This is an optimization exercise on Yosys and OpenROAD, whose aim is small area, a short achievable clock period and few clock cycles per item, not a production implementation.
At most, simulation tests tie the RTL to the original design; equivalence was not proved.
Function not checked in runs 1 and 4: the RTL went through the layout flow alone.
Power figures rest on the tool's default switching activity, not on a simulated workload.

--- flow/design.v ---
`timescale 1ns / 1ps
module gain_comp_rows (input [35:0] v, output [35:0] ra, output [35:0] rb);
    wire n1 = ~v[14] ^ v[1];
    wire n2 = ~v[14] & v[1];
    wire n3 = ~v[14] ^ ~v[15] ^ v[2];
    wire n4 = (~v[14] & ~v[15]) | (~v[14] & v[2]) | (~v[15] & v[2]);
    wire n5 = v[5] ^ v[6];
    wire n6 = v[5] & v[6];
    wire n7 = ~v[15] ^ ~v[16] ^ v[3];
    wire n8 = (~v[15] & ~v[16]) | (~v[15] & v[3]) | (~v[16] & v[3]);
    wire n9 = n1 ^ v[4] ^ v[5];
    wire n10 = (n1 & v[4]) | (n1 & v[5]) | (v[4] & v[5]);
    wire n11 = v[7] ^ v[8];
    wire n12 = v[7] & v[8];
    wire n13 = n2 ^ n3 ^ n5;
    wire n14 = (n2 & n3) | (n2 & n5) | (n3 & n5);
    wire n15 = v[8] ^ v[9] ^ v[11];
    wire n16 = (v[8] & v[9]) | (v[8] & v[11]) | (v[9] & v[11]);
    wire n17 = v[12] ^ v[13];
    wire n18 = v[12] & v[13];
    wire n19 = n4 ^ n6 ^ n7;
    wire n20 = (n4 & n6) | (n4 & n7) | (n6 & n7);
    wire n21 = v[6] ^ v[7] ^ v[9];
    wire n22 = (v[6] & v[7]) | (v[6] & v[9]) | (v[7] & v[9]);
    wire n23 = v[10] ^ v[12] ^ v[13];
    wire n24 = (v[10] & v[12]) | (v[10] & v[13]) | (v[12] & v[13]);
    wire n25 = n8 ^ ~v[16] ^ ~v[17];
    wire n26 = (n8 & ~v[16]) | (n8 & ~v[17]) | (~v[16] & ~v[17]);
    wire n27 = v[4] ^ v[7] ^ v[8];
    wire n28 = (v[4] & v[7]) | (v[4] & v[8]) | (v[7] & v[8]);
    wire n29 = v[10] ^ v[11] ^ v[13];
    wire n30 = (v[10] & v[11]) | (v[10] & v[13]) | (v[11] & v[13]);
    wire n31 = ~v[17] ^ ~v[18] ^ v[5];
    wire n32 = (~v[17] & ~v[18]) | (~v[17] & v[5]) | (~v[18] & v[5]);
    wire n33 = v[8] ^ v[9] ^ v[11];
    wire n34 = (v[8] & v[9]) | (v[8] & v[11]) | (v[9] & v[11]);
    wire n35 = ~v[14] ^ ~v[18] ^ ~v[19];
    wire n36 = (~v[14] & ~v[18]) | (~v[14] & ~v[19]) | (~v[18] & ~v[19]);
    wire n37 = v[6] ^ v[9] ^ v[10];
    wire n38 = (v[6] & v[9]) | (v[6] & v[10]) | (v[9] & v[10]);
    wire n39 = v[12] ^ v[13];
    wire n40 = v[12] & v[13];
    wire n41 = ~v[15] ^ ~v[19] ^ ~v[20];
    wire n42 = (~v[15] & ~v[19]) | (~v[15] & ~v[20]) | (~v[19] & ~v[20]);
    wire n43 = v[7] ^ v[10] ^ v[11];
    wire n44 = (v[7] & v[10]) | (v[7] & v[11]) | (v[10] & v[11]);
    wire n45 = ~v[16] ^ ~v[20] ^ ~v[21];
    wire n46 = (~v[16] & ~v[20]) | (~v[16] & ~v[21]) | (~v[20] & ~v[21]);
    wire n47 = ~v[14] ^ ~v[17] ^ ~v[21];
    wire n48 = (~v[14] & ~v[17]) | (~v[14] & ~v[21]) | (~v[17] & ~v[21]);
    wire n49 = ~v[22] ^ v[9];
    wire n50 = ~v[22] & v[9];
    wire n51 = ~v[15] ^ ~v[18] ^ ~v[22];
    wire n52 = (~v[15] & ~v[18]) | (~v[15] & ~v[22]) | (~v[18] & ~v[22]);
    wire n53 = v[22] ^ v[24];
    wire n54 = v[22] & v[24];
    wire n55 = n9 ^ n11 ^ v[10];
    wire n56 = (n9 & n11) | (n9 & v[10]) | (n11 & v[10]);
    wire n57 = n10 ^ n12 ^ n13;
    wire n58 = (n10 & n12) | (n10 & n13) | (n12 & n13);
    wire n59 = n15 ^ n17;
    wire n60 = n15 & n17;
    wire n61 = n14 ^ n16 ^ n18;
    wire n62 = (n14 & n16) | (n14 & n18) | (n16 & n18);
    wire n63 = n19 ^ n21 ^ n23;
    wire n64 = (n19 & n21) | (n19 & n23) | (n21 & n23);
    wire n65 = n20 ^ n22 ^ n24;
    wire n66 = (n20 & n22) | (n20 & n24) | (n22 & n24);
    wire n67 = n25 ^ n27 ^ n29;
    wire n68 = (n25 & n27) | (n25 & n29) | (n27 & n29);
    wire n69 = n26 ^ n28 ^ n30;
    wire n70 = (n26 & n28) | (n26 & n30) | (n28 & n30);
    wire n71 = n31 ^ n33 ^ v[12];
    wire n72 = (n31 & n33) | (n31 & v[12]) | (n33 & v[12]);
    wire n73 = n32 ^ n34 ^ n35;
    wire n74 = (n32 & n34) | (n32 & n35) | (n34 & n35);
    wire n75 = n37 ^ n39 ^ 1'b1;
    wire n76 = (n37 & n39) | (n37 & 1'b1) | (n39 & 1'b1);
    wire n77 = n36 ^ n38 ^ n40;
    wire n78 = (n36 & n38) | (n36 & n40) | (n38 & n40);
    wire n79 = n41 ^ n43 ^ v[13];
    wire n80 = (n41 & n43) | (n41 & v[13]) | (n43 & v[13]);
    wire n81 = n42 ^ n44 ^ n45;
    wire n82 = (n42 & n44) | (n42 & n45) | (n44 & n45);
    wire n83 = v[8] ^ v[11] ^ v[12];
    wire n84 = (v[8] & v[11]) | (v[8] & v[12]) | (v[11] & v[12]);
    wire n85 = n46 ^ n47 ^ n49;
    wire n86 = (n46 & n47) | (n46 & n49) | (n47 & n49);
    wire n87 = v[12] ^ v[13] ^ 1'b1;
    wire n88 = (v[12] & v[13]) | (v[12] & 1'b1) | (v[13] & 1'b1);
    wire n89 = n48 ^ n50 ^ n51;
    wire n90 = (n48 & n50) | (n48 & n51) | (n50 & n51);
    wire n91 = ~v[23] ^ v[10] ^ v[13];
    wire n92 = (~v[23] & v[10]) | (~v[23] & v[13]) | (v[10] & v[13]);
    wire n93 = n52 ^ ~v[16] ^ ~v[19];
    wire n94 = (n52 & ~v[16]) | (n52 & ~v[19]) | (~v[16] & ~v[19]);
    wire n95 = ~v[23] ^ ~v[24] ^ v[11];
    wire n96 = (~v[23] & ~v[24]) | (~v[23] & v[11]) | (~v[24] & v[11]);
    wire n97 = v[14] ^ ~v[17] ^ ~v[20];
    wire n98 = (v[14] & ~v[17]) | (v[14] & ~v[20]) | (~v[17] & ~v[20]);
    wire n99 = ~v[24] ^ ~v[25] ^ v[12];
    wire n100 = (~v[24] & ~v[25]) | (~v[24] & v[12]) | (~v[25] & v[12]);
    wire n101 = v[15] ^ ~v[18] ^ ~v[21];
    wire n102 = (v[15] & ~v[18]) | (v[15] & ~v[21]) | (~v[18] & ~v[21]);
    wire n103 = ~v[25] ^ ~v[26] ^ v[13];
    wire n104 = (~v[25] & ~v[26]) | (~v[25] & v[13]) | (~v[26] & v[13]);
    wire n105 = v[14] ^ v[16] ^ ~v[19];
    wire n106 = (v[14] & v[16]) | (v[14] & ~v[19]) | (v[16] & ~v[19]);
    wire n107 = ~v[22] ^ ~v[26] ^ ~v[27];
    wire n108 = (~v[22] & ~v[26]) | (~v[22] & ~v[27]) | (~v[26] & ~v[27]);
    wire n109 = v[15] ^ v[17] ^ ~v[20];
    wire n110 = (v[15] & v[17]) | (v[15] & ~v[20]) | (v[17] & ~v[20]);
    wire n111 = ~v[23] ^ ~v[27] ^ ~v[28];
    wire n112 = (~v[23] & ~v[27]) | (~v[23] & ~v[28]) | (~v[27] & ~v[28]);
    wire n113 = v[16] ^ v[18] ^ ~v[21];
    wire n114 = (v[16] & v[18]) | (v[16] & ~v[21]) | (v[18] & ~v[21]);
    wire n115 = ~v[24] ^ ~v[28] ^ ~v[29];
    wire n116 = (~v[24] & ~v[28]) | (~v[24] & ~v[29]) | (~v[28] & ~v[29]);
    wire n117 = v[17] ^ v[19] ^ ~v[22];
    wire n118 = (v[17] & v[19]) | (v[17] & ~v[22]) | (v[19] & ~v[22]);
    wire n119 = ~v[25] ^ ~v[29] ^ ~v[30];
    wire n120 = (~v[25] & ~v[29]) | (~v[25] & ~v[30]) | (~v[29] & ~v[30]);
    wire n121 = v[18] ^ v[20] ^ ~v[23];
    wire n122 = (v[18] & v[20]) | (v[18] & ~v[23]) | (v[20] & ~v[23]);
    wire n123 = ~v[26] ^ ~v[30] ^ ~v[31];
    wire n124 = (~v[26] & ~v[30]) | (~v[26] & ~v[31]) | (~v[30] & ~v[31]);
    wire n125 = v[19] ^ v[21] ^ ~v[24];
    wire n126 = (v[19] & v[21]) | (v[19] & ~v[24]) | (v[21] & ~v[24]);
    wire n127 = ~v[27] ^ ~v[31] ^ ~v[32];
    wire n128 = (~v[27] & ~v[31]) | (~v[27] & ~v[32]) | (~v[31] & ~v[32]);
    wire n129 = v[20] ^ v[22] ^ ~v[25];
    wire n130 = (v[20] & v[22]) | (v[20] & ~v[25]) | (v[22] & ~v[25]);
    wire n131 = ~v[28] ^ ~v[32] ^ ~v[33];
    wire n132 = (~v[28] & ~v[32]) | (~v[28] & ~v[33]) | (~v[32] & ~v[33]);
    wire n133 = v[21] ^ v[23] ^ ~v[26];
    wire n134 = (v[21] & v[23]) | (v[21] & ~v[26]) | (v[23] & ~v[26]);
    wire n135 = ~v[29] ^ ~v[33] ^ ~v[34];
    wire n136 = (~v[29] & ~v[33]) | (~v[29] & ~v[34]) | (~v[33] & ~v[34]);
    wire n137 = n53 ^ ~v[27] ^ ~v[30];
    wire n138 = (n53 & ~v[27]) | (n53 & ~v[30]) | (~v[27] & ~v[30]);
    wire n139 = ~v[34] ^ v[35] ^ 1'b1;
    wire n140 = (~v[34] & v[35]) | (~v[34] & 1'b1) | (v[35] & 1'b1);
    wire n141 = n54 ^ v[23] ^ v[25];
    wire n142 = (n54 & v[23]) | (n54 & v[25]) | (v[23] & v[25]);
    wire n143 = ~v[28] ^ ~v[31] ^ v[35];
    wire n144 = (~v[28] & ~v[31]) | (~v[28] & v[35]) | (~v[31] & v[35]);
    wire n145 = v[24] ^ v[26] ^ ~v[29];
    wire n146 = (v[24] & v[26]) | (v[24] & ~v[29]) | (v[26] & ~v[29]);
    wire n147 = ~v[32] ^ 1'b1;
    wire n148 = ~v[32] & 1'b1;
    wire n149 = v[25] ^ v[27] ^ ~v[30];
    wire n150 = (v[25] & v[27]) | (v[25] & ~v[30]) | (v[27] & ~v[30]);
    wire n151 = ~v[33] ^ 1'b1;
    wire n152 = ~v[33] & 1'b1;
    wire n153 = v[26] ^ v[28] ^ ~v[31];
    wire n154 = (v[26] & v[28]) | (v[26] & ~v[31]) | (v[28] & ~v[31]);
    wire n155 = ~v[34] ^ 1'b1;
    wire n156 = ~v[34] & 1'b1;
    wire n157 = v[27] ^ v[29] ^ ~v[32];
    wire n158 = (v[27] & v[29]) | (v[27] & ~v[32]) | (v[29] & ~v[32]);
    wire n159 = v[28] ^ v[30];
    wire n160 = v[28] & v[30];
    wire n161 = v[29] ^ v[31];
    wire n162 = v[29] & v[31];
    wire n163 = n55 ^ v[11];
    wire n164 = n55 & v[11];
    wire n165 = n56 ^ n57 ^ n59;
    wire n166 = (n56 & n57) | (n56 & n59) | (n57 & n59);
    wire n167 = n58 ^ n60 ^ n61;
    wire n168 = (n58 & n60) | (n58 & n61) | (n60 & n61);
    wire n169 = n62 ^ n64 ^ n65;
    wire n170 = (n62 & n64) | (n62 & n65) | (n64 & n65);
    wire n171 = n66 ^ n68 ^ n69;
    wire n172 = (n66 & n68) | (n66 & n69) | (n68 & n69);
    wire n173 = n70 ^ n72 ^ n73;
    wire n174 = (n70 & n72) | (n70 & n73) | (n72 & n73);
    wire n175 = n74 ^ n76 ^ n77;
    wire n176 = (n74 & n76) | (n74 & n77) | (n76 & n77);
    wire n177 = n78 ^ n80 ^ n81;
    wire n178 = (n78 & n80) | (n78 & n81) | (n80 & n81);
    wire n179 = n82 ^ n84 ^ n85;
    wire n180 = (n82 & n84) | (n82 & n85) | (n84 & n85);
    wire n181 = n86 ^ n88 ^ n89;
    wire n182 = (n86 & n88) | (n86 & n89) | (n88 & n89);
    wire n183 = n90 ^ n92 ^ n93;
    wire n184 = (n90 & n92) | (n90 & n93) | (n92 & n93);
    wire n185 = n94 ^ n96 ^ n97;
    wire n186 = (n94 & n96) | (n94 & n97) | (n96 & n97);
    wire n187 = n98 ^ n100 ^ n101;
    wire n188 = (n98 & n100) | (n98 & n101) | (n100 & n101);
    wire n189 = n102 ^ n104 ^ n105;
    wire n190 = (n102 & n104) | (n102 & n105) | (n104 & n105);
    wire n191 = n106 ^ n108 ^ n109;
    wire n192 = (n106 & n108) | (n106 & n109) | (n108 & n109);
    wire n193 = n110 ^ n112 ^ n113;
    wire n194 = (n110 & n112) | (n110 & n113) | (n112 & n113);
    wire n195 = n114 ^ n116 ^ n117;
    wire n196 = (n114 & n116) | (n114 & n117) | (n116 & n117);
    wire n197 = n118 ^ n120 ^ n121;
    wire n198 = (n118 & n120) | (n118 & n121) | (n120 & n121);
    wire n199 = n122 ^ n124 ^ n125;
    wire n200 = (n122 & n124) | (n122 & n125) | (n124 & n125);
    wire n201 = n126 ^ n128 ^ n129;
    wire n202 = (n126 & n128) | (n126 & n129) | (n128 & n129);
    wire n203 = n130 ^ n132 ^ n133;
    wire n204 = (n130 & n132) | (n130 & n133) | (n132 & n133);
    wire n205 = n134 ^ n136 ^ n137;
    wire n206 = (n134 & n136) | (n134 & n137) | (n136 & n137);
    wire n207 = n138 ^ n140 ^ n141;
    wire n208 = (n138 & n140) | (n138 & n141) | (n140 & n141);
    wire n209 = n142 ^ n144 ^ n145;
    wire n210 = (n142 & n144) | (n142 & n145) | (n144 & n145);
    wire n211 = n146 ^ n148 ^ n149;
    wire n212 = (n146 & n148) | (n146 & n149) | (n148 & n149);
    wire n213 = n150 ^ n152 ^ n153;
    wire n214 = (n150 & n152) | (n150 & n153) | (n152 & n153);
    wire n215 = n154 ^ n156 ^ n157;
    wire n216 = (n154 & n156) | (n154 & n157) | (n156 & n157);
    wire n217 = n158 ^ n159 ^ ~v[33];
    wire n218 = (n158 & n159) | (n158 & ~v[33]) | (n159 & ~v[33]);
    wire n219 = n160 ^ n161 ^ ~v[34];
    wire n220 = (n160 & n161) | (n160 & ~v[34]) | (n161 & ~v[34]);
    wire n221 = n162 ^ v[30] ^ v[32];
    wire n222 = (n162 & v[30]) | (n162 & v[32]) | (v[30] & v[32]);
    wire n223 = v[31] ^ v[33];
    wire n224 = v[31] & v[33];
    wire n225 = v[32] ^ v[34];
    wire n226 = v[32] & v[34];
    wire n227 = n163 ^ v[12];
    wire n228 = n163 & v[12];
    wire n229 = n164 ^ n165 ^ 1'b1;
    wire n230 = (n164 & n165) | (n164 & 1'b1) | (n165 & 1'b1);
    wire n231 = n166 ^ n167 ^ n63;
    wire n232 = (n166 & n167) | (n166 & n63) | (n167 & n63);
    wire n233 = n168 ^ n169 ^ n67;
    wire n234 = (n168 & n169) | (n168 & n67) | (n169 & n67);
    wire n235 = n170 ^ n171 ^ n71;
    wire n236 = (n170 & n171) | (n170 & n71) | (n171 & n71);
    wire n237 = n172 ^ n173 ^ n75;
    wire n238 = (n172 & n173) | (n172 & n75) | (n173 & n75);
    wire n239 = n174 ^ n175 ^ n79;
    wire n240 = (n174 & n175) | (n174 & n79) | (n175 & n79);
    wire n241 = n176 ^ n177 ^ n83;
    wire n242 = (n176 & n177) | (n176 & n83) | (n177 & n83);
    wire n243 = n178 ^ n179 ^ n87;
    wire n244 = (n178 & n179) | (n178 & n87) | (n179 & n87);
    wire n245 = n180 ^ n181 ^ n91;
    wire n246 = (n180 & n181) | (n180 & n91) | (n181 & n91);
    wire n247 = n182 ^ n183 ^ n95;
    wire n248 = (n182 & n183) | (n182 & n95) | (n183 & n95);
    wire n249 = n184 ^ n185 ^ n99;
    wire n250 = (n184 & n185) | (n184 & n99) | (n185 & n99);
    wire n251 = n186 ^ n187 ^ n103;
    wire n252 = (n186 & n187) | (n186 & n103) | (n187 & n103);
    wire n253 = n188 ^ n189 ^ n107;
    wire n254 = (n188 & n189) | (n188 & n107) | (n189 & n107);
    wire n255 = n190 ^ n191 ^ n111;
    wire n256 = (n190 & n191) | (n190 & n111) | (n191 & n111);
    wire n257 = n192 ^ n193 ^ n115;
    wire n258 = (n192 & n193) | (n192 & n115) | (n193 & n115);
    wire n259 = n194 ^ n195 ^ n119;
    wire n260 = (n194 & n195) | (n194 & n119) | (n195 & n119);
    wire n261 = n196 ^ n197 ^ n123;
    wire n262 = (n196 & n197) | (n196 & n123) | (n197 & n123);
    wire n263 = n198 ^ n199 ^ n127;
    wire n264 = (n198 & n199) | (n198 & n127) | (n199 & n127);
    wire n265 = n200 ^ n201 ^ n131;
    wire n266 = (n200 & n201) | (n200 & n131) | (n201 & n131);
    wire n267 = n202 ^ n203 ^ n135;
    wire n268 = (n202 & n203) | (n202 & n135) | (n203 & n135);
    wire n269 = n204 ^ n205 ^ n139;
    wire n270 = (n204 & n205) | (n204 & n139) | (n205 & n139);
    wire n271 = n206 ^ n207 ^ n143;
    wire n272 = (n206 & n207) | (n206 & n143) | (n207 & n143);
    wire n273 = n208 ^ n209 ^ n147;
    wire n274 = (n208 & n209) | (n208 & n147) | (n209 & n147);
    wire n275 = n210 ^ n211 ^ n151;
    wire n276 = (n210 & n211) | (n210 & n151) | (n211 & n151);
    wire n277 = n212 ^ n213 ^ n155;
    wire n278 = (n212 & n213) | (n212 & n155) | (n213 & n155);
    wire n279 = n214 ^ n215 ^ v[35];
    wire n280 = (n214 & n215) | (n214 & v[35]) | (n215 & v[35]);
    wire n281 = n216 ^ n217 ^ 1'b1;
    wire n282 = (n216 & n217) | (n216 & 1'b1) | (n217 & 1'b1);
    wire n283 = n218 ^ n219 ^ 1'b1;
    wire n284 = (n218 & n219) | (n218 & 1'b1) | (n219 & 1'b1);
    wire n285 = n220 ^ n221 ^ v[35];
    wire n286 = (n220 & n221) | (n220 & v[35]) | (n221 & v[35]);
    wire n287 = n222 ^ n223 ^ 1'b1;
    wire n288 = (n222 & n223) | (n222 & 1'b1) | (n223 & 1'b1);
    wire n289 = n224 ^ n225 ^ 1'b1;
    wire n290 = (n224 & n225) | (n224 & 1'b1) | (n225 & 1'b1);
    wire n291 = n226 ^ v[33] ^ ~v[35];
    wire n292 = (n226 & v[33]) | (n226 & ~v[35]) | (v[33] & ~v[35]);
    wire n293 = v[34] ^ 1'b1;
    wire n294 = v[34] & 1'b1;
    assign ra = {1'b1, n294, n292, n290, n288, n286, n284, n282, n280, n278, n276, n274, n272, n270, n268, n266, n264, n262, n260, n258, n256, n254, n252, n250, n248, n246, n244, n242, n240, n238, n236, n234, n232, n230, n228, n227};
    assign rb = {1'b0, ~v[35], n293, n291, n289, n287, n285, n283, n281, n279, n277, n275, n273, n271, n269, n267, n265, n263, n261, n259, n257, n255, n253, n251, n249, n247, n245, n243, n241, n239, n237, n235, n233, n231, n229, 1'b1};
endmodule
`timescale 1ns / 1ps
module norm5_unit #(
    parameter DIMENSIONS    = 5,
    parameter DATA_WIDTH    = 32,
    parameter CORDIC_WIDTH  = 38,
    parameter CORDIC_STAGES = 16,
    parameter ANGLE_WIDTH   = 16
)(
    input                              clk,
    input                              nreset,
    input                              start,
    input  [DIMENSIONS*DATA_WIDTH-1:0] w_in,
    output [DIMENSIONS*DATA_WIDTH-1:0] w_out,
    output                             done
);
    localparam W  = 36;      
    localparam OW = 22;      
    localparam CW = W - 6;   
    reg st_idle;    
    reg st_a1;      
    reg st_v;       
    reg st_va;      
    reg st_vb;      
    reg st_r1l;     
    reg st_r;       
    reg st_ra;      
    reg st_rb;      
    reg st_rc;      
    reg [1:0] p;
    reg [3:0] i;     
    reg [1:0] yl, xl;            
    reg [7:0] yh, xh;            
    reg wo3, wo4, wo5;
    reg s0;          
    reg ysg;         
    reg rinx, rcnx, riny, rcny;
    reg done_r;
    reg signed [W-1:0] X, Y;
    reg        f;                
    reg        qf;               
    reg        zf;               
    reg [OW-1:0] T1;             
    reg        n1;               
    reg [OW-1:0] O3, O4, O5;     
    wire [15:0] T2 = O3[15:0];
    wire [15:0] T3 = O4[15:0];
    wire [15:0] T4 = O5[15:0];
    reg [W-1:0]  RA, RB;         
    wire [31:0] w1 = w_in[31:0];
    wire [31:0] w2 = w_in[63:32];
    wire [31:0] w3 = w_in[95:64];
    wire [31:0] w4 = w_in[127:96];
    wire [31:0] w5 = w_in[159:128];
    wire [31:0] wsel = st_idle ? w2 :
                       st_a1   ? w1 :
                       (p == 2'd0) ? w3 : (p == 2'd1) ? w4 : w5;
    wire [W-1:0] ld = {wsel[29:0], 6'b0} ^ {W{wsel[31]}};
    reg [15:0] Tcur;
    always @(*) begin
        case (p)
            2'd0:    Tcur = T4;
            2'd1:    Tcur = T3;
            2'd2:    Tcur = T2;
            default: Tcur = T1[15:0];
        endcase
    end
    wire vd  = ~s0 & ysg;
    wire inx = st_v ? vd : rinx;
    wire cnx = st_v ? (s0 ? f : ysg) : rcnx;
    wire iny = st_v ? ~vd : riny;
    wire cny = st_v ? (s0 ? ~f : ~ysg) : rcny;
    reg [W-1:0] yt, xt, ysh, xsh;
    integer b, k;
    always @(*) begin
        for (b = 0; b < W; b = b + 1) begin
            yt[b] = 1'b0; xt[b] = 1'b0;
            for (k = 0; k < 2; k = k + 1) begin
                yt[b] = yt[b] | (yl[k] & Y[(b + k > W - 1) ? W - 1 : b + k]);
                xt[b] = xt[b] | (xl[k] & X[(b + k > W - 1) ? W - 1 : b + k]);
            end
        end
        for (b = 0; b < W; b = b + 1) begin
            ysh[b] = 1'b0; xsh[b] = 1'b0;
            for (k = 0; k < 8; k = k + 1) begin
                ysh[b] = ysh[b] | (yh[k] & yt[(b + 2 * k > W - 1) ? W - 1 : b + 2 * k]);
                xsh[b] = xsh[b] | (xh[k] & xt[(b + 2 * k > W - 1) ? W - 1 : b + 2 * k]);
            end
        end
    end
    wire [W:0] xs = {X, 1'b1} + {ysh ^ {W{inx}}, cnx};
    wire [W:0] ys = {Y, 1'b1} + {xsh ^ {W{iny}}, cny};
    wire [W-1:0] xa = xs[W:1];
    wire [W-1:0] ya = ys[W:1];
    wire [W-1:0] tin = X;
    wire [W-1:0] ra, rb;
    gain_comp_rows u_gc (.v(tin), .ra(ra), .rb(rb));
    always @(posedge clk) begin
        RA <= ra;
        RB <= rb;
    end
    wire [W-1:0]  cs  = RA + RB;
    wire [CW-1:0] cpa = cs[W-1:6];                 
    wire nn = (p == 2'd0) ? T3[0] : (p == 2'd1) ? T2[0] : n1;
    localparam [W-1:0] ONE = 36'h004000000;    
    localparam [W-1:0] MONE = -ONE;
    always @(posedge clk) begin
        if (st_idle | st_a1 | st_va | st_vb)
            X <= ld;
        else if (st_v | st_r)
            X <= xa;
        else if (st_ra)
            X <= Y;                          
        else if (st_r1l)
            X <= zf ? {W{1'b0}} : ONE;
        else     
            X <= {W{1'b0}};
        if (st_idle)
            Y <= {W{1'b0}};
        else if (st_a1 | st_v | st_r | st_va | st_ra)
            Y <= ya;
        else if (st_r1l)
            Y <= zf ? {W{1'b0}} : (f ? MONE : ONE);
        else     
            Y <= {cpa ^ {CW{st_rb & nn & (p != 2'd3)}}, {6{st_rb & nn & (p != 2'd3)}}};
        if (st_idle | st_a1 | st_va) f <= wsel[31];
        else if (st_rb) f <= nn;
        if (st_a1) begin qf <= w1[31] ^ w2[31]; n1 <= w1[31]; end
        else if (st_va) qf <= wsel[31];
        if (st_idle) zf <= ~|w_in;
    end
    always @(posedge clk) ysg <= ya[W-1];
    wire [15:0] Tnext = (p == 2'd0) ? T3 : (p == 2'd1) ? T2 : T1[15:0];    
    reg  nd;
    always @(*) begin
        if (st_rb)        nd = Tnext[0];           
        else if (st_r1l)  nd = T4[2];              
        else if (s0)      nd = Tcur[1];            
        else              nd = Tcur[2];            
    end
    wire n0 = st_rb;                               
    wire nf = st_rb ? nn : f;
    always @(posedge clk) begin
        if (st_idle) begin
            rinx <= 1'b0; rcnx <= 1'b0; riny <= 1'b0; rcny <= wsel[31];
        end else begin
            rinx <= nd;
            rcnx <= n0 ? (nd ^ nf) : nd;
            riny <= n0 ? 1'b0 : ~nd;
            rcny <= n0 ? nf : ~nd;
        end
    end
    wire r = (st_v & s0) ? qf : (ysg ^ qf);
    wire rsh = st_r & ~s0;
    always @(posedge clk) begin
        if (st_rb && p == 2'd3) T1 <= cpa[OW-1:0];
        else if ((st_v && p == 2'd0) || (rsh && p == 2'd3)) T1[15:0] <= {r, T1[15:1]};
        if (wo3) O3 <= cpa[OW-1:0];
        else if ((st_v && p == 2'd1) || (rsh && p == 2'd2)) O3[15:0] <= {r, O3[15:1]};
        if (wo4) O4 <= cpa[OW-1:0];
        else if ((st_v && p == 2'd2) || (rsh && p == 2'd1)) O4[15:0] <= {r, O4[15:1]};
        if (wo5) O5 <= cpa[OW-1:0];
        else if ((st_v && p == 2'd3) || st_r1l || (rsh && p == 2'd0)) O5[15:0] <= {r, O5[15:1]};
    end
    always @(posedge clk or negedge nreset) begin
        if (~nreset) begin
            st_idle <= 1'b1;
            st_a1 <= 1'b0; st_v <= 1'b0; st_va <= 1'b0; st_vb <= 1'b0; st_r1l <= 1'b0;
            st_r <= 1'b0; st_ra <= 1'b0; st_rb <= 1'b0; st_rc <= 1'b0;
            done_r <= 1'b0;
        end else begin
            st_idle <= (st_idle & ~start) | st_rc;
            st_a1   <= st_idle & start;
            st_v    <= st_a1 | st_vb | (st_v & ~(i == 4'd15) & ~(p == 2'd3 && i == 4'd14));
            st_va   <= st_v & (i == 4'd15) & (p != 2'd3);
            st_vb   <= st_va;
            st_r1l  <= st_v & (p == 2'd3) & (i == 4'd14);
            st_r    <= st_r1l | (st_rb & (p != 2'd3)) | (st_r & (i != 4'd15));
            st_ra   <= st_r & (i == 4'd15);
            st_rb   <= st_ra;
            st_rc   <= st_rb & (p == 2'd3);
            done_r  <= st_rc;
        end
    end
    always @(posedge clk) begin
        wo5 <= st_rb & (p == 2'd0);
        wo4 <= st_rb & (p == 2'd1);
        wo3 <= st_rb & (p == 2'd2);
        s0 <= st_a1 | st_vb | st_rb | (s0 & ~(st_v | st_r | st_r1l));
        if (st_a1 | st_r1l) p <= 2'd0;
        else if (st_vb | st_rb) p <= p + 2'd1;
        if (st_idle | st_a1 | st_vb | st_rb) begin      
            i <= 4'd0;
            yl <= 2'd1; yh <= 8'd1; xl <= 2'd1; xh <= 8'd1;
        end else if (st_r1l) begin
            i <= 4'd1;
            yl <= 2'd2; yh <= 8'd1; xl <= 2'd2; xh <= 8'd1;
        end else if (st_v | st_r) begin
            i <= i + 4'd1;
            yl <= {yl[0], yl[1]};
            xl <= {xl[0], xl[1]};
            if (i[0]) begin
                yh <= {yh[6:0], yh[7]};
                xh <= {xh[6:0], xh[7]};
            end
        end
    end
    assign done = done_r;
    wire [OW-1:0] r1 = Y[OW+5:6];
    wire [OW-1:0] r2 = T1;
    assign w_out = {{(32-OW){O5[OW-1]}}, O5,
                    {(32-OW){O4[OW-1]}}, O4,
                    {(32-OW){O3[OW-1]}}, O3,
                    {(32-OW){r2[OW-1]}}, r2,
                    {(32-OW){r1[OW-1]}}, r1};
endmodule
--- flow/flow/run.sh ---
#!/bin/bash
# The standard layout (standard.sh), with the port buffers made of the smallest
# buffer cell (sky130_fd_sc_hd__buf_1) and the timing repair aimed 5.75 ns below the period.
set -euo pipefail
sed -e 's|"\${@:-finish}"|BUFFER_PORTS_ARGS="-buffer_cell sky130_fd_sc_hd__buf_1" "${@:-finish}"|' \
    -e 's|SETUP_SLACK_MARGIN=[0-9.]*|SETUP_SLACK_MARGIN=5.75|' standard.sh > standard_mod.sh
grep -q BUFFER_PORTS_ARGS standard_mod.sh
bash standard_mod.sh > standard.log 2>&1
--- flow/standard.sh ---
#!/bin/bash
# synth_recipe.tcl (not shown) runs the flow's synth.tcl, then flattens the netlist and writes it again
# the make line also repeats each setting of config.mk as NAME=value (left out here)
make -C /OpenROAD-flow-scripts/flow DESIGN_CONFIG=/design/flow/config.mk WORK_HOME=/design/flow/orfs CLKGATE_MAP_FILE= SYNTH_SCRIPT=/design/flow/synth_recipe.tcl "${@:-finish}"
--- flow/config.mk ---
export PLATFORM = sky130hd
export DESIGN_NAME = norm5_unit
export DESIGN_NICKNAME = norm5_unit
export VERILOG_FILES = /design/flow/design.v
export SDC_FILE = /design/flow/constraint.sdc
export NUM_CORES = 8
export LEC_CHECK = 0
export CAP_MARGIN = 20
export CORE_MARGIN = 2
export CORE_UTILIZATION = 40
export SETUP_SLACK_MARGIN = 5
export SLEW_MARGIN = 20
--- flow/constraint.sdc ---
create_clock -name core_clock -period 10.0 [get_ports {clk}]
set_input_delay 2.0000 -clock core_clock [delete_from_list [all_inputs] [get_ports {clk}]]
set_output_delay 2.0000 -clock core_clock [all_outputs]
set_load 0.01 [all_outputs]
==> impl_metrics.ini, run 1 <==
[sta]
setup_tns_ps = 0
rsz0062_at_grt = yes
hold_viol_final = 0
slew_viol_final = 0
fmax_mhz = 242
period_needed_ps = 4140
worst_pin_slew_ps = 1140
worst_clock_skew_ps = 33.9
fin_crit_sh = 0.414
slew_headroom = 0.241
setup_violations = 0

[drt]
drc = 0
wl_met3_microns = 8530
top_layer = met5
wl_microns = 95200
dr.first_iter.drc_count = 2244
post_drt_via_cell_ratio = 6.15
route.met2.wl_microns = 44000
antenna_left = 0
wire_per_inst_microns = 25.3
wl_met1_microns = 37100
drtPass1Iterations = 7
vias = 23200

[synth]
yosys.area.top_type = dfxtp_1
synth_ff_type = dfxtp_1
synth_cell_types = 81
synthCells = 2786
async_flop_share = 0.0394
synth-edff-count = 91
synth_area_sq_um = 24400
synth_seq_cells = 279
synth_nets = 3202
synth.area.top_cells = dfxtp_1 (15%), edfxtp_1 (11%), fa_1 (10%)
yosysSeqAreaShare = 0.269
synth_top_area_frac = 0.145
syn_area_per_cell_sq_um = 8.76
yosysWarnings = 1

[floorplan]
coreArea_sq_um = 60400
fp-row-count = 90
io-pin-count = 324
die_w_microns = 251
die_h_microns = 251
die_area_sq_um = 63000
start_util = 0.404

[clock_network]
clkTransAtPathRegs_ps = 60
ctsHoldBuffers = 0
htreeDepth = 2
clk_latency_ps = 570
cts.sinks = 279
ctsRootBufferMaster = clkbuf_16
cts_tree = yes
cts_max_path_buffers = 3
cts_made_buffers = 34

[global_routing]
antenna_found_initial = 5
gr-usage-all-layers = 0.291
first_global_vias = 22300
grt_first_pass_wirelength_microns = 139000
grt_max_degree = 104
grt_overflow_total = 0

[final_layout]
fillers = 5910
multi_input_area_sq_um = 16100
regArea_sq_um = 6640
layout-drive-gt1-share = 0.0969
fin_nets = 3375
syn_to_final_growth_pct = 12.4

[critical_path]
critPathCaptureType = register
required_ps = 10440
ff2ff_setup_slack_ps = 5860
crit_fanout = 21
arrival_ps = 4570
crit_type = reg -> reg
worstSetupStartpointType = register

[power_and_ir_drop]
power.density_nw_per_um2 = 93.5
total_power_uw = 2570
vdd_ir_drop_max_mv = 0.0971
leakage_uw = 0.0111

[flow_run]
maxCapViolCount = 0

[placed_design]
gp_congestion = 0.987
numPortBuffers = 323
dp_hpwl_microns = 71400

[status]
status = no timing/DRC/antenna violations

[hold_path]
worst_hold_path_type = reg -> reg
## stage by stage
step                setup WS, ps  utilization  hold WS, ps  instance area (sq um)  instances
global placement            5270        0.427          353                  25800       3693
CTS                         5730        0.447          384                  27000       3752
finish                      5860        0.454          388                  27400       3768
floorplan                   6010            -          346                  24400       2786
global route                5700        0.454          403                  27400       3766
detailed placement          5210        0.427          371                  25800       3693
## cell type report
type                    count  area share
multi-input cells        2051       0.588
flip-flops and latches    279       0.242
repair buffers            378      0.0619
well taps                 782      0.0357
clock buffers              45      0.0344
inverters                 215      0.0296
clock inverters            14     0.00821
diodes                      4    0.000365
## metal layers
| metal | vias up | global-route usage |
|---|---|---|
| met4 | 2 | 0.151 |
| li1 | 10400 | - |
| met2 | 1241 | 0.473 |
| met5 | - | 0 |
| met1 | 11300 | 0.360 |
| met3 | 284 | 0.0697 |
## state kept, by name, summed over array words and instances, names as in the netlist, 8 cells and up
| register | flops |
|---|---|
| Y | 36 |
| O5 | 22 |
| RB | 34 |
| X | 36 |
| xh | 8 |
| RA | 35 |
| yh | 8 |
| O3 | 22 |
| T1 | 22 |
| O4 | 22 |
## path summary, 6_finish.rpt
check,from,to,depth (start not counted)
min in group asynchronous,nreset,done_r$_DFF_PN0_,1
max reg2reg,yl[1]$_SDFFE_PP0P_,X[35]$_DFF_P_,16
max,yl[1]$_SDFFE_PP0P_,X[35]$_DFF_P_,16
min reg2reg,st_rc$_DFF_PN0_,done_r$_DFF_PN0_,0
min,st_rc$_DFF_PN0_,done_r$_DFF_PN0_,0
max in group asynchronous,nreset,st_v$_DFF_PN0_,1
## kinds of logic after synthesis
group	count (synthesis)	synth area share
fa+ha+maj	253	0.167
buf+inv	456	0.0819
xor+xnor	226	0.0811
flops	279	0.269
simple gates	645	0.126
mux	101	0.0450
compound gates	826	0.230
## critical path, stage by stage (launching register included)
cell	delay (ps)
dfxtp_4	430
buf_8	190
a22o_1	290
a221oi_1	330
nand3_1	200
xnor2_1	180
ha_1	350
nand2_1	120
o211ai_1	370
nand3_1	190
nand3_2	140
a41oi_2	170
o21ai_4	250
a31oi_2	150
o31ai_1	290
xnor2_1	90
o221a_2	240
## where the power goes
| group | leakage (uW) | internal, uW | switching, uW |
|---|---|---|---|
| clock network | 0.000567 | 779 | 543 |
| logic | 0.00810 | 30.6 | 52.0 |
| registers | 0.00243 | 1160 | 0 |
## cells in the mapped netlist (15+ instances only)
cell type  count
a221oi_1      41
nand4_1       58
ha_1         131
inv_1        214
fa_1         122
nand2_1      202
clkbuf_1     141
a21o_1        46
buf_1         24
nand3_1       62
a22oi_1      187
mux2i_1       40
xor2_1        81
a211oi_1      19
buf_4         74
nor2_1       164
and2_1        17
xnor2_1      145
a22o_1        78
mux2_2        60
edfxtp_1      91
a31oi_1       25
nor4_1        45
dfxtp_1      177
o21ai_0      110
a21oi_1      215
nor3_1        22
o21bai_1      15
## cell usage in the layout (no fill, tap or decap), drive strengths merged, types with 6 or more instances in the layout
cell	count
a222oi	8
nand2	202
o22ai	10
nor2b	14
and2	17
ha	131
inv	218
a22oi	187
mux2	60
a21o	46
dfxtp	177
a21oi	216
a311oi	6
nand3	62
a221oi	44
nor3	22
o211ai	10
nor4	46
nand2b	10
dfrtp	10
nor2	164
nand4	58
o21bai	15
xnor2	145
fa	122
clkbuf	46
buf	377
or3	11
a211oi	20
mux2i	40
a22o	78
and3	14
o21ai	115
a31oi	25
edfxtp	91
xor2	81
o21a	6
## what timing repair did
action                     CTS  global route
pin swaps                    0            13
setup endpoints to repair   36            28
resized for setup           30            83
setup buffers                0            11
==> run 2: changes to the inputs <==
--- a/flow/design.v
+++ b/flow/design.v
@@ -321,5 +321,4 @@
     reg st_va;      
     reg st_vb;      
-    reg st_r1l;     
     reg st_r;       
     reg st_ra;      
@@ -328,6 +327,5 @@
     reg [1:0] p;
     reg [3:0] i;     
-    reg [1:0] yl, xl;            
-    reg [7:0] yh, xh;            
+    reg [3:0] yl, yh, xl, xh;    
     reg wo3, wo4, wo5;
     reg s0;          
@@ -364,4 +362,5 @@
         endcase
     end
+    wire v4e = st_v & (p == 2'd3) & (i == 4'd14);
     wire vd  = ~s0 & ysg;
     wire inx = st_v ? vd : rinx;
@@ -374,5 +373,5 @@
         for (b = 0; b < W; b = b + 1) begin
             yt[b] = 1'b0; xt[b] = 1'b0;
-            for (k = 0; k < 2; k = k + 1) begin
+            for (k = 0; k < 4; k = k + 1) begin
                 yt[b] = yt[b] | (yl[k] & Y[(b + k > W - 1) ? W - 1 : b + k]);
                 xt[b] = xt[b] | (xl[k] & X[(b + k > W - 1) ? W - 1 : b + k]);
@@ -381,7 +380,7 @@
         for (b = 0; b < W; b = b + 1) begin
             ysh[b] = 1'b0; xsh[b] = 1'b0;
-            for (k = 0; k < 8; k = k + 1) begin
-                ysh[b] = ysh[b] | (yh[k] & yt[(b + 2 * k > W - 1) ? W - 1 : b + 2 * k]);
-                xsh[b] = xsh[b] | (xh[k] & xt[(b + 2 * k > W - 1) ? W - 1 : b + 2 * k]);
+            for (k = 0; k < 4; k = k + 1) begin
+                ysh[b] = ysh[b] | (yh[k] & yt[(b + 4 * k > W - 1) ? W - 1 : b + 4 * k]);
+                xsh[b] = xsh[b] | (xh[k] & xt[(b + 4 * k > W - 1) ? W - 1 : b + 4 * k]);
             end
         end
@@ -406,18 +405,18 @@
         if (st_idle | st_a1 | st_va | st_vb)
             X <= ld;
+        else if (v4e)
+            X <= zf ? {W{1'b0}} : ONE;
         else if (st_v | st_r)
             X <= xa;
         else if (st_ra)
             X <= Y;                          
-        else if (st_r1l)
-            X <= zf ? {W{1'b0}} : ONE;
         else     
             X <= {W{1'b0}};
         if (st_idle)
             Y <= {W{1'b0}};
+        else if (v4e)
+            Y <= zf ? {W{1'b0}} : (f ? MONE : ONE);
         else if (st_a1 | st_v | st_r | st_va | st_ra)
             Y <= ya;
-        else if (st_r1l)
-            Y <= zf ? {W{1'b0}} : (f ? MONE : ONE);
         else     
             Y <= {cpa ^ {CW{st_rb & nn & (p != 2'd3)}}, {6{st_rb & nn & (p != 2'd3)}}};
@@ -433,5 +432,6 @@
     always @(*) begin
         if (st_rb)        nd = Tnext[0];           
-        else if (st_r1l)  nd = T4[2];              
+        else if (v4e | (st_r & (p == 2'd0)))
+                          nd = T4[3];              
         else if (s0)      nd = Tcur[1];            
         else              nd = Tcur[2];            
@@ -459,10 +459,10 @@
         else if ((st_v && p == 2'd2) || (rsh && p == 2'd1)) O4[15:0] <= {r, O4[15:1]};
         if (wo5) O5 <= cpa[OW-1:0];
-        else if ((st_v && p == 2'd3) || st_r1l || (rsh && p == 2'd0)) O5[15:0] <= {r, O5[15:1]};
+        else if ((st_v && p == 2'd3) || (rsh && p == 2'd0)) O5[15:0] <= {r, O5[15:1]};
     end
     always @(posedge clk or negedge nreset) begin
         if (~nreset) begin
             st_idle <= 1'b1;
-            st_a1 <= 1'b0; st_v <= 1'b0; st_va <= 1'b0; st_vb <= 1'b0; st_r1l <= 1'b0;
+            st_a1 <= 1'b0; st_v <= 1'b0; st_va <= 1'b0; st_vb <= 1'b0;
             st_r <= 1'b0; st_ra <= 1'b0; st_rb <= 1'b0; st_rc <= 1'b0;
             done_r <= 1'b0;
@@ -473,6 +473,5 @@
             st_va   <= st_v & (i == 4'd15) & (p != 2'd3);
             st_vb   <= st_va;
-            st_r1l  <= st_v & (p == 2'd3) & (i == 4'd14);
-            st_r    <= st_r1l | (st_rb & (p != 2'd3)) | (st_r & (i != 4'd15));
+            st_r    <= v4e | (st_rb & (p != 2'd3)) | (st_r & (i != 4'd15));
             st_ra   <= st_r & (i == 4'd15);
             st_rb   <= st_ra;
@@ -485,20 +484,20 @@
         wo4 <= st_rb & (p == 2'd1);
         wo3 <= st_rb & (p == 2'd2);
-        s0 <= st_a1 | st_vb | st_rb | (s0 & ~(st_v | st_r | st_r1l));
-        if (st_a1 | st_r1l) p <= 2'd0;
+        s0 <= st_a1 | st_vb | st_rb | (s0 & ~(st_v | st_r));
+        if (st_a1 | v4e) p <= 2'd0;
         else if (st_vb | st_rb) p <= p + 2'd1;
         if (st_idle | st_a1 | st_vb | st_rb) begin      
             i <= 4'd0;
-            yl <= 2'd1; yh <= 8'd1; xl <= 2'd1; xh <= 8'd1;
-        end else if (st_r1l) begin
+            yl <= 4'd1; yh <= 4'd1; xl <= 4'd1; xh <= 4'd1;
+        end else if (v4e) begin
             i <= 4'd1;
-            yl <= 2'd2; yh <= 8'd1; xl <= 2'd2; xh <= 8'd1;
+            yl <= 4'd2; yh <= 4'd1; xl <= 4'd2; xh <= 4'd1;
         end else if (st_v | st_r) begin
             i <= i + 4'd1;
-            yl <= {yl[0], yl[1]};
-            xl <= {xl[0], xl[1]};
-            if (i[0]) begin
-                yh <= {yh[6:0], yh[7]};
-                xh <= {xh[6:0], xh[7]};
+            yl <= {yl[2:0], yl[3]};
+            xl <= {xl[2:0], xl[3]};
+            if (i[1:0] == 2'd3) begin
+                yh <= {yh[2:0], yh[3]};
+                xh <= {xh[2:0], xh[3]};
             end
         end
==> impl_metrics.ini, run 2 <==
[global_routing]
gr-usage-all-layers = 0.282
grt_overflow_total = 0
grt_first_pass_wirelength_microns = 130000
grt_max_degree = 74
first_global_vias = 21200
antenna_found_initial = 3

[clock_network]
ctsHoldBuffers = 0
clkTransAtPathRegs_ps = 60
htreeDepth = 2
clk_latency_ps = 570
cts_tree = yes
cts.sinks = 274
ctsRootBufferMaster = clkbuf_16
cts_made_buffers = 34
cts_max_path_buffers = 3

[critical_path]
worstSetupStartpointType = register
crit_type = reg -> reg
arrival_ps = 4630
critPathCaptureType = register
rr_worst_depth = 16
required_ps = 10420
crit_fanout = 7

[drt]
wire_per_inst_microns = 24.0
antenna_left = 0
drc = 0
post_drt_via_cell_ratio = 5.94
dr.first_iter.drc_count = 2300
vias = 21800
drtPass1Iterations = 7
wl_microns = 88400

[synth]
synth_most_common_cell = nand2_1
synth_top_area_frac = 0.147
yosysSeqAreaShare = 0.273
synthCells = 2701
synth_seq_cells = 274
synth_nets = 3119
synth.area.top_cells = dfxtp_1 (15%), edfxtp_1 (12%), fa_1 (10%)
synth_area_sq_um = 23600
async_flop_share = 0.0365
synth_ff_type = dfxtp_1
synth-edff-count = 91
synth_cell_types = 83
yosys.area.top_type = dfxtp_1
syn_area_per_cell_sq_um = 8.74
synthTopCellsByCount = nand2_1 (242), a21oi_1 (228), inv_1 (220)
yosysWarnings = 1

[hold_path]
hold_depth = 0
worst_hold_path_type = reg -> reg

[floorplan]
io-pin-count = 324
die_h_microns = 247
die_area_sq_um = 61000
coreArea_sq_um = 58700
fp-row-count = 89
start_util = 0.402
die_w_microns = 247

[sta]
rsz0062_at_grt = yes
worst_pin_slew_ps = 1070
fmax_mhz = 238
slew_viol_final = 0
fin_crit_sh = 0.420
hold_viol_final = 0
whs_ps = 389
setup_violations = 0
setup_tns_ps = 0
period_needed_ps = 4200
slew_headroom = 0.288
worst_clock_skew_ps = 27.0

[status]
status = no timing/DRC/antenna violations

[placed_design]
dp_hpwl_microns = 66500
numPortBuffers = 323
gp_congestion = 0.950

[final_layout]
fin_util = 0.453
layout-drive-gt1-share = 0.0957
syn_to_final_growth_pct = 12.5
layout_common_cells = buf_1 (323), nand2_1 (240), a21oi_1 (224)
fin_nets = 3299
layout_commonest_cell = buf_1
n_antenna_cell = 0
top_regs = X (36), Y (36), RA (35)

[power_and_ir_drop]
total_power_uw = 2460
leakage_uw = 0.0109
power.density_nw_per_um2 = 92.8
vdd_ir_drop_max_mv = 0.0989

[flow_run]
maxCapViolCount = 0
run 2: layer usage:
layer | track usage | up-vias | routed length (microns)
li1 | - | 9959 | -
met1 | 0.351 | 10500 | 35300
met2 | 0.468 | 1104 | 41800
met3 | 0.0489 | 227 | 6690
met4 | 0.145 | 2 | 4570
met5 | 0 | - | 11
run 2: repair_timing:
| action | CTS | global route |
|---|---|---|
| endpoints found under the setup margin | 38 | 32 |
| setup buffers | 0 | 12 |
| gates resized for setup | 45 | 64 |
| hold endpoints to repair | 0 | 0 |
| pin swaps | 1 | 15 |
| gates cloned | 0 | 0 |
run 2: final cells by class:
type	instances	area, sq um
clock inverters	13	138
inverters	221	830
fillers	5716	32100
multi-input cells	1982	15600
well taps	773	967
clock buffers	46	956
flip-flops and latches	274	6510
repair buffers	368	1590
run 2: critical path, cell delays in order, from the launching register on:
cell      delay [ps]
dfxtp_1          490
a22oi_1          290
nand2_1          130
a22o_1           200
a221oi_1         380
xor2_1           250
ha_1             290
a21oi_1          190
nand2_1          130
nor4_4           270
nor2_4           100
a21oi_2          190
o21ai_1          170
a311o_1          440
a311oi_2         290
xor2_1           160
o21ai_1           60
run 2: cell families after synthesis:
kind of cell | share of synthesized area
flops | 0.273
simple gates | 0.118
xor+xnor | 0.0849
buf+inv | 0.0825
mux | 0.0438
compound gates | 0.224
fa+ha+maj | 0.174
run 2: path summary, 6_finish.rpt:
path                                   from                to  slack [ps]
hold reg to reg             st_rc$_DFF_PN0_  done_r$_DFF_PN0_         390
setup reg to reg           Y[10]$_SDFF_PP0_     X[28]$_DFF_P_        5800
hold / removal              st_rc$_DFF_PN0_  done_r$_DFF_PN0_         390
min in group asynchronous            nreset   st_rc$_DFF_PN0_        1430
setup / recovery           Y[10]$_SDFF_PP0_     X[28]$_DFF_P_        5800
max in group asynchronous            nreset    st_v$_DFF_PN0_        8100
run 2: power by group:
part | leakage [uW] | internal (uW) | switching (uW) | total, uW
combinational | 0.00800 | 32.2 | 52.9 | 85.1
clock | 0.000536 | 705 | 533 | 1240
sequential | 0.00235 | 1140 | 0 | 1140
run 2: stage by stage:
stage	setup slack [ps]	instance area (sq um)	std cells
2_1_floorplan	5830	23600	2701
3_5_place_dp	5140	25000	3606
4_1_cts	5660	26200	3665
5_1_grt	5710	26600	3677
3_3_place_gp	5260	25000	3606
6_report	5800	26600	3677
Testbench counts of run 2, summed over its fixed seeds: cycles 27,648, items 192.
==> run 3: changes to the inputs <==
==> flow/flow/run.sh (replaced) <==
#!/bin/bash
# The standard layout (standard.sh), with the port buffers made of the smallest
# buffer cell (sky130_fd_sc_hd__buf_1) and the timing repair aimed 6.25 ns below the period.
set -euo pipefail
sed -e 's|"\${@:-finish}"|BUFFER_PORTS_ARGS="-buffer_cell sky130_fd_sc_hd__buf_1" "${@:-finish}"|' \
    -e 's|SETUP_SLACK_MARGIN=[0-9.]*|SETUP_SLACK_MARGIN=6.25|' standard.sh > standard_mod.sh
grep -q BUFFER_PORTS_ARGS standard_mod.sh
bash standard_mod.sh > standard.log 2>&1
==> impl_metrics.ini, run 3 <==
[sta]
slew_viol_final = 0
fmax_mhz = 249
setup_violations = 0
hold_viol_final = 0
setup_tns_ps = 0
fin_crit_sh = 0.402
worst_clock_skew_ps = 26.2
worst_pin_slew_ps = 1000
whs_ps = 396
rsz0062_at_grt = yes
slew_headroom = 0.324
period_needed_ps = 4020

[drt]
drc = 0
wl_microns = 90900
post_drt_via_cell_ratio = 5.93
wire_per_inst_microns = 24.0
drtPass1Iterations = 8
dr.first_iter.drc_count = 2039
vias = 22400
antenna_left = 0

[status]
status = no timing/DRC/antenna violations

[final_layout]
layout-drive-gt1-share = 0.190
layout_common_cells = buf_1 (323), inv_1 (219), nand2_1 (217)
fin_nets = 3401
top_regs = X (36), Y (36), RA (35)
n_antenna_cell = 0
layout_commonest_cell = buf_1
syn_to_final_growth_pct = 22.0

[critical_path]
crit_type = reg -> reg
worstSetupStartpointType = register
critPathMaxStageDelay_ps = 390
arrival_ps = 4430
required_ps = 10410
r2r-end = X[28]$_DFF_P_
crit_fanout = 19
critPathCaptureType = register
rr_worst_depth = 17
reg2reg_from = yl[1]$_SDFFE_PP0P_
ff2ff_setup_slack_ps = 5980
slowest_stage = a311o_1
crit_chain = buf_12 > a22oi_1 > nand2_1 > a22o_1 > a221oi_4 > xor2_1 > ha_1 > a21oi_2 > nand2_1 > nor4_4 > nor2_2 > a21oi_2 > o21ai_2 > a311o_1 > a311oi_2 > xor2_1 > o21ai_1

[power_and_ir_drop]
p_int_uw = 1950
vdd_ir_drop_max_mv = 0.119
p_comb_frac = 0.033
power.density_nw_per_um2 = 87.6
sw_frac_of_total = 0.229
clkPwrFrac = 0.515
p_sw_uw = 577
leakage_uw = 0.0117
pwr-share-seq = 0.452

[global_routing]
grt_max_degree = 74
grt_first_pass_wirelength_microns = 131000
gr-usage-all-layers = 0.285
antenna_found_initial = 1
first_global_vias = 21600
grt_overflow_total = 0

[clock_network]
htreeDepth = 2
ctsRootBufferMaster = clkbuf_16
cts_tree = yes
clkTransAtPathRegs_ps = 60
clk_latency_ps = 560
cts_made_buffers = 34
cts_max_path_buffers = 3
cts.sinks = 274

[synth]
synth_nets = 3119
synth.area.top_cells = dfxtp_1 (15%), edfxtp_1 (12%), fa_1 (10%)
async_flop_share = 0.0365
yosysWarnings = 1
synth_ff_type = dfxtp_1
synthTopCellsByCount = nand2_1 (242), a21oi_1 (228), inv_1 (220)
synth_most_common_cell = nand2_1
synth-edff-count = 91
synthCells = 2701
yosys.area.top_type = dfxtp_1
synth_cell_types = 83
synth_top_area_frac = 0.147
syn_area_per_cell_sq_um = 8.74
yosysSeqAreaShare = 0.273
synth_area_sq_um = 23600
synth_seq_cells = 274

[floorplan]
die_h_microns = 247
fp-row-count = 89
die_w_microns = 247
io-pin-count = 324
die_area_sq_um = 61000
coreArea_sq_um = 58700
start_util = 0.402

[hold_path]
worst_hold_path_type = reg -> reg
hold_start = st_rc$_DFF_PN0_
worstHoldEndpoint = done_r$_DFF_PN0_
hold_depth = 0

[flow_run]
maxCapViolCount = 0

[placed_design]
numPortBuffers = 323
dp_hpwl_microns = 66600
gp_congestion = 0.979
==> run 3: critical path, delay by kind of cell, from the launching register on <==
kind                       cells  cell delay [ps]
AOI/OAI and AO/OA              9             1910
xor gates and xnor gates       2              420
buffers and inverters          1              160
and+or+nand+nor                4              670
DFF                            1              360
adders and majority gates      1              300
==> run 3: cells by family after synthesis <==
family | after synthesis | share of synthesized area
AOI/OAI and AO/OA | 790 | 0.224
xor gates and xnor gates | 228 | 0.0849
adders and majority gates | 255 | 0.174
buffers and inverters | 445 | 0.0825
DFF | 274 | 0.273
muxes | 95 | 0.0438
and+or+nand+nor | 614 | 0.118
==> run 3: per-layer routing <==
metal	vias to the layer above	wire (microns)	track usage
met1	10900	35800	0.351
met4	0	5670	0.164
met3	271	6140	0.0427
met5	-	0	0
met2	1068	43200	0.476
li1	10200	-	-
==> run 3: final cells by class <==
| type | instances | area [sq um] |
|---|---|---|
| clock buffer | 49 | 981 |
| clock inverter | 13 | 196 |
| fill | 5478 | 29900 |
| inverter | 221 | 832 |
| multi-input combinational | 1983 | 16600 |
| sequential | 274 | 6560 |
| tap | 773 | 967 |
| timing repair buffer | 469 | 2650 |
==> run 3: metrics by stage <==
step	utilization	total power [uW]	cell area [sq um]	instances	setup slack [ps]
after detailed placement	0.426	1250	25000	3609	5100
after global routing	0.491	2590	28800	3782	5840
after CTS	0.466	2540	27400	3720	6160
final	0.491	2520	28800	3782	5980
after global placement	0.426	1250	25000	3609	5210
after floorplan	-	1200	23600	2701	6220
==> run 3: power groups by stage <==
| stage | clock network [uW] | registers, uW | logic, uW |
|---|---|---|---|
| final | 1300 | 1140 | 83.1 |
| after global placement | 0 | 1170 | 82.3 |
| after CTS | 1320 | 1140 | 83.3 |
| after global routing | 1360 | 1140 | 91.1 |
| after detailed placement | 0 | 1170 | 83.2 |
| after floorplan | 0 | 1170 | 32.3 |
==> run 3: worst max path at each step <==
stage	from	endpoint	slack [ps]	cells after the start
2_1_floorplan	s0$_DFF_P_	X[31]$_DFF_P_	6220	16
3_3_place_gp	st_v$_DFF_PN0_	X[31]$_DFF_P_	5210	13
3_5_place_dp	st_v$_DFF_PN0_	X[31]$_DFF_P_	5100	13
4_1_cts	yl[1]$_SDFFE_PP0P_	X[28]$_DFF_P_	6160	17
5_1_grt	yl[1]$_SDFFE_PP0P_	X[28]$_DFF_P_	5840	17
6_report	yl[1]$_SDFFE_PP0P_	X[28]$_DFF_P_	5980	17
==> run 3: what timing repair did <==
action	4_1_cts	5_1_grt
gates cloned	4	5
resized for setup	188	200
setup endpoints to repair	60	47
hold buffers	0	0
pin swaps	66	129
setup buffers	45	57
==> run 4: changes to the inputs <==
--- a/flow/design.v
+++ b/flow/design.v
@@ -316,4 +316,10 @@
     localparam OW = 22;      
     localparam CW = W - 6;   
+    localparam [W-1:0] ONE = 36'h004000000;    
+    localparam [W-1:0] MONE = -ONE;
+    localparam [W-1:0] TWO  = 36'h002000000;   
+    localparam [W-1:0] SIX  = 36'h006000000;   
+    localparam [W-1:0] MTWO = -TWO;
+    localparam [W-1:0] MSIX = -SIX;
     reg st_idle;    
     reg st_a1;      
@@ -322,4 +328,5 @@
     reg st_vb;      
     reg st_r;       
+    reg st_r1m;     
     reg st_ra;      
     reg st_rb;      
@@ -330,4 +337,5 @@
     reg wo3, wo4, wo5;
     reg s0;          
+    reg zy, zx;      
     reg ysg;         
     reg rinx, rcnx, riny, rcny;
@@ -363,4 +371,7 @@
     end
     wire v4e = st_v & (p == 2'd3) & (i == 4'd14);
+    wire d1  = T4[2];                    
+    wire [W-1:0] X2 = zf ? {W{1'b0}} : ((d1 ^ f) ? TWO : SIX);            
+    wire [W-1:0] Y2 = zf ? {W{1'b0}} : f ? (d1 ? MTWO : MSIX) : (d1 ? SIX : TWO);
     wire vd  = ~s0 & ysg;
     wire inx = st_v ? vd : rinx;
@@ -381,11 +392,21 @@
             ysh[b] = 1'b0; xsh[b] = 1'b0;
             for (k = 0; k < 4; k = k + 1) begin
-                ysh[b] = ysh[b] | (yh[k] & yt[(b + 4 * k > W - 1) ? W - 1 : b + 4 * k]);
-                xsh[b] = xsh[b] | (xh[k] & xt[(b + 4 * k > W - 1) ? W - 1 : b + 4 * k]);
+                ysh[b] = ysh[b] | (yh[k] & ~zy & yt[(b + 4 * k > W - 1) ? W - 1 : b + 4 * k]);
+                xsh[b] = xsh[b] | (xh[k] & ~zx & xt[(b + 4 * k > W - 1) ? W - 1 : b + 4 * k]);
             end
         end
     end
-    wire [W:0] xs = {X, 1'b1} + {ysh ^ {W{inx}}, cnx};
-    wire [W:0] ys = {Y, 1'b1} + {xsh ^ {W{iny}}, cny};
+    wire xstep = st_v | st_r;
+    wire nx_step = st_a1 | st_vb | (st_v & ~(i == 4'd15) & ~v4e) |
+                   st_r1m | (st_rb & (p != 2'd3)) | (st_r & (i != 4'd15));
+    wire [W-1:0] xA = xstep ? X :
+                      st_r1m ? X2 :
+                      st_ra ? Y :                    
+                      {W{1'b0}};                     
+    wire [W-1:0] yA = xstep ? Y :
+                      st_r1m ? Y2 :
+                      {W{1'b0}};                     
+    wire [W:0] xs = {xA, 1'b1} + {ysh ^ {W{inx}}, cnx};
+    wire [W:0] ys = {yA, 1'b1} + {xsh ^ {W{iny}}, cny};
     wire [W-1:0] xa = xs[W:1];
     wire [W-1:0] ya = ys[W:1];
@@ -400,25 +421,8 @@
     wire [CW-1:0] cpa = cs[W-1:6];                 
     wire nn = (p == 2'd0) ? T3[0] : (p == 2'd1) ? T2[0] : n1;
-    localparam [W-1:0] ONE = 36'h004000000;    
-    localparam [W-1:0] MONE = -ONE;
     always @(posedge clk) begin
-        if (st_idle | st_a1 | st_va | st_vb)
-            X <= ld;
-        else if (v4e)
-            X <= zf ? {W{1'b0}} : ONE;
-        else if (st_v | st_r)
-            X <= xa;
-        else if (st_ra)
-            X <= Y;                          
-        else     
-            X <= {W{1'b0}};
-        if (st_idle)
-            Y <= {W{1'b0}};
-        else if (v4e)
-            Y <= zf ? {W{1'b0}} : (f ? MONE : ONE);
-        else if (st_a1 | st_v | st_r | st_va | st_ra)
-            Y <= ya;
-        else     
-            Y <= {cpa ^ {CW{st_rb & nn & (p != 2'd3)}}, {6{st_rb & nn & (p != 2'd3)}}};
+        X <= (st_idle | st_a1 | st_va | st_vb) ? ld : xa;      
+        Y <= (st_vb | st_rb | st_rc) ?       
+             {cpa ^ {CW{st_rb & nn & (p != 2'd3)}}, {6{st_rb & nn & (p != 2'd3)}}} : ya;
         if (st_idle | st_a1 | st_va) f <= wsel[31];
         else if (st_rb) f <= nn;
@@ -432,14 +436,16 @@
     always @(*) begin
         if (st_rb)        nd = Tnext[0];           
-        else if (v4e | (st_r & (p == 2'd0)))
+        else if (st_r1m | (st_r & (p == 2'd0)))
                           nd = T4[3];              
         else if (s0)      nd = Tcur[1];            
         else              nd = Tcur[2];            
     end
-    wire n0 = st_rb;                               
+    wire n0 = st_rb & (p != 2'd3);                 
     wire nf = st_rb ? nn : f;
     always @(posedge clk) begin
         if (st_idle) begin
             rinx <= 1'b0; rcnx <= 1'b0; riny <= 1'b0; rcny <= wsel[31];
+        end else if (~nx_step) begin
+            rinx <= 1'b0; rcnx <= 1'b0; riny <= 1'b0; rcny <= 1'b0;
         end else begin
             rinx <= nd;
@@ -459,10 +465,10 @@
         else if ((st_v && p == 2'd2) || (rsh && p == 2'd1)) O4[15:0] <= {r, O4[15:1]};
         if (wo5) O5 <= cpa[OW-1:0];
-        else if ((st_v && p == 2'd3) || (rsh && p == 2'd0)) O5[15:0] <= {r, O5[15:1]};
+        else if ((st_v && p == 2'd3) || st_r1m || (rsh && p == 2'd0)) O5[15:0] <= {r, O5[15:1]};
     end
     always @(posedge clk or negedge nreset) begin
         if (~nreset) begin
             st_idle <= 1'b1;
-            st_a1 <= 1'b0; st_v <= 1'b0; st_va <= 1'b0; st_vb <= 1'b0;
+            st_a1 <= 1'b0; st_v <= 1'b0; st_va <= 1'b0; st_vb <= 1'b0; st_r1m <= 1'b0;
             st_r <= 1'b0; st_ra <= 1'b0; st_rb <= 1'b0; st_rc <= 1'b0;
             done_r <= 1'b0;
@@ -473,5 +479,6 @@
             st_va   <= st_v & (i == 4'd15) & (p != 2'd3);
             st_vb   <= st_va;
-            st_r    <= v4e | (st_rb & (p != 2'd3)) | (st_r & (i != 4'd15));
+            st_r1m  <= v4e;
+            st_r    <= st_r1m | (st_rb & (p != 2'd3)) | (st_r & (i != 4'd15));
             st_ra   <= st_r & (i == 4'd15);
             st_rb   <= st_ra;
@@ -481,16 +488,18 @@
     end
     always @(posedge clk) begin
+        zy <= ~nx_step;
+        zx <= ~(nx_step | (st_idle & start));
         wo5 <= st_rb & (p == 2'd0);
         wo4 <= st_rb & (p == 2'd1);
         wo3 <= st_rb & (p == 2'd2);
-        s0 <= st_a1 | st_vb | st_rb | (s0 & ~(st_v | st_r));
-        if (st_a1 | v4e) p <= 2'd0;
+        s0 <= st_a1 | st_vb | st_rb | (s0 & ~(st_v | st_r | st_r1m));
+        if (st_a1 | st_r1m) p <= 2'd0;
         else if (st_vb | st_rb) p <= p + 2'd1;
         if (st_idle | st_a1 | st_vb | st_rb) begin      
             i <= 4'd0;
             yl <= 4'd1; yh <= 4'd1; xl <= 4'd1; xh <= 4'd1;
-        end else if (v4e) begin
-            i <= 4'd1;
-            yl <= 4'd2; yh <= 4'd1; xl <= 4'd2; xh <= 4'd1;
+        end else if (st_r1m) begin
+            i <= 4'd2;
+            yl <= 4'd4; yh <= 4'd1; xl <= 4'd4; xh <= 4'd1;
         end else if (st_v | st_r) begin
             i <= i + 4'd1;
==> impl_metrics.ini, run 4 <==
[flow_run]
maxCapViolCount = 0

[sta]
setup_tns_ps = 0
period_needed_ps = 3940
hold_viol_final = 0
worst_pin_slew_ps = 1200
fmax_mhz = 254
slew_headroom = 0.196
slew_viol_final = 0
setup_violations = 0

[synth]
synthTopCellsByCount = a21oi_1 (261), nor2_1 (222), inv_1 (198)
synth_area_sq_um = 23800
synthCells = 2743
yosysWarnings = 1
syn_area_per_cell_sq_um = 8.67
synth_top_area_frac = 0.147
async_flop_share = 0.0397
synth-edff-count = 91
synth.area.top_cells = dfxtp_1 (15%), edfxtp_1 (11%), fa_1 (10%)
synth_ff_type = dfxtp_1
synth_nets = 3160
yosysSeqAreaShare = 0.274

[power_and_ir_drop]
total_power_uw = 2580
vdd_ir_drop_max_mv = 0.125
clkPwrFrac = 0.525
pwr-share-seq = 0.446
p_comb_frac = 0.029
leakage_uw = 0.0115
p_sw_uw = 590
sw_frac_of_total = 0.228

[drt]
vias = 22800
dr.first_iter.drc_count = 2523
drtPass1Iterations = 8
antenna_left = 0
wl_microns = 87900
post_drt_via_cell_ratio = 5.97
drc = 0
route.met2.wl_microns = 39100
top_layer = met4
wl_met3_microns = 7540
wire_per_inst_microns = 23.0

[clock_network]
cts_max_path_buffers = 3
clk_latency_ps = 570
clkTransAtPathRegs_ps = 60
cts.sinks = 277
ctsRootBufferMaster = clkbuf_16
ctsHoldBuffers = 0

[final_layout]
layout-drive-gt1-share = 0.169
layout_common_cells = buf_1 (323), a21oi_1 (238), nor2_1 (219)
top_regs = X (36), Y (36), RA (35)
fin_nets = 3436
regArea_sq_um = 6610
multi_input_area_sq_um = 16900
layout_commonest_cell = buf_1
fin_util = 0.493
stdcell_area_sq_um = 29100
syn_to_final_growth_pct = 22.2

[critical_path]
worstSetupStartpointType = register
crit_fanout = 6
critPathMaxStageDelay_ps = 520
startpoint = xl[2]$_SDFFE_PP0P_

[global_routing]
grt_first_pass_wirelength_microns = 129000
grt_overflow_total = 0
first_global_vias = 21700
grt_max_degree = 75
antenna_found_initial = 5

[floorplan]
die_h_microns = 248
fp-row-count = 89
die_area_sq_um = 61400

[hold_path]
worst_hold_path_type = reg -> reg
hold_start = st_va$_DFF_PN0_

[status]
status = no timing/DRC/antenna violations
run 4: final cells by class:
type | instances | area share
multi-input cells | 2044 | 0.582
flip-flops and latches | 277 | 0.227
repair buffers | 462 | 0.0898
well taps | 773 | 0.0333
clock buffers | 44 | 0.0323
inverters | 199 | 0.0257
clock inverters | 18 | 0.00917
diodes | 1 | 0.0000861
run 4: logic make-up (layout without fill, tap and decap cells):
family,Yosys count,after routing,share of synthesized area
DFF,277,277,0.274
adders and majority gates,254,254,0.172
other,0,1,0
buffers and inverters,424,723,0.0789
muxes,92,93,0.0418
and+or+nand+nor,645,646,0.125
xor gates and xnor gates,212,212,0.0781
AOI/OAI and AO/OA,839,839,0.230
run 4: final timing paths:
kind,endpoint,slack [ps],depth (start not counted)
setup reg to reg,Y[35]$_DFF_P_,6060,18
hold / removal,st_vb$_DFF_PN0_,380,0
min in group asynchronous,st_rc$_DFF_PN0_,1440,1
hold reg to reg,st_vb$_DFF_PN0_,380,0
max in group asynchronous,st_v$_DFF_PN0_,8080,1
setup / recovery,Y[35]$_DFF_P_,6060,18
run 4: layer usage:
layer	vias up	track usage
li1	10300	-
met1	11100	0.380
met2	1201	0.422
met3	238	0.0478
met4	0	0.120
met5	-	0
run 4: stage by stage:
stage / worst slack (ps) / std cells
3_5_place_dp: 5230 / 3651
4_1_cts: 6130 / 3772
5_1_grt: 5900 / 3817
3_3_place_gp: 5180 / 3651
2_1_floorplan: 6240 / 2743
6_report: 6060 / 3818
run 4: critical path: cells and delay by family (launching register included):
kind / cells / cell delay (ps)
AOI/OAI and AO/OA: 9 / 1830
adders and majority gates: 1 / 280
buffers and inverters: 2 / 280
DFF: 1 / 390
xor gates and xnor gates: 2 / 300
and+or+nand+nor: 4 / 750
run 4: power by group through the flow:
stage               registers, uW  clock network, uW  logic (uW)
floorplan                    1180                  0        33.3
global placement             1180                  0        73.6
detailed placement           1180                  0        74.8
CTS                          1150               1370        75.0
global route                 1150               1420        83.5
finish                       1150               1360        74.4
run 4: what timing repair did:
item,4_1_cts,5_1_grt
endpoints found under the setup margin,65,41
buffers inserted,54,42
gates resized for setup,247,125
hold endpoints to repair,0,0
cloned,5,2
pin swaps,61,65

Re-timed with assumed drivers on the ports (clkbuf_16 on the clock, buf_2 on other inputs), run 4 has 6.056 ns of setup slack against 6.056 ns with ideal ports, and 5.916 ns once port delays also move by the mid clock arrival of 0.623 ns.
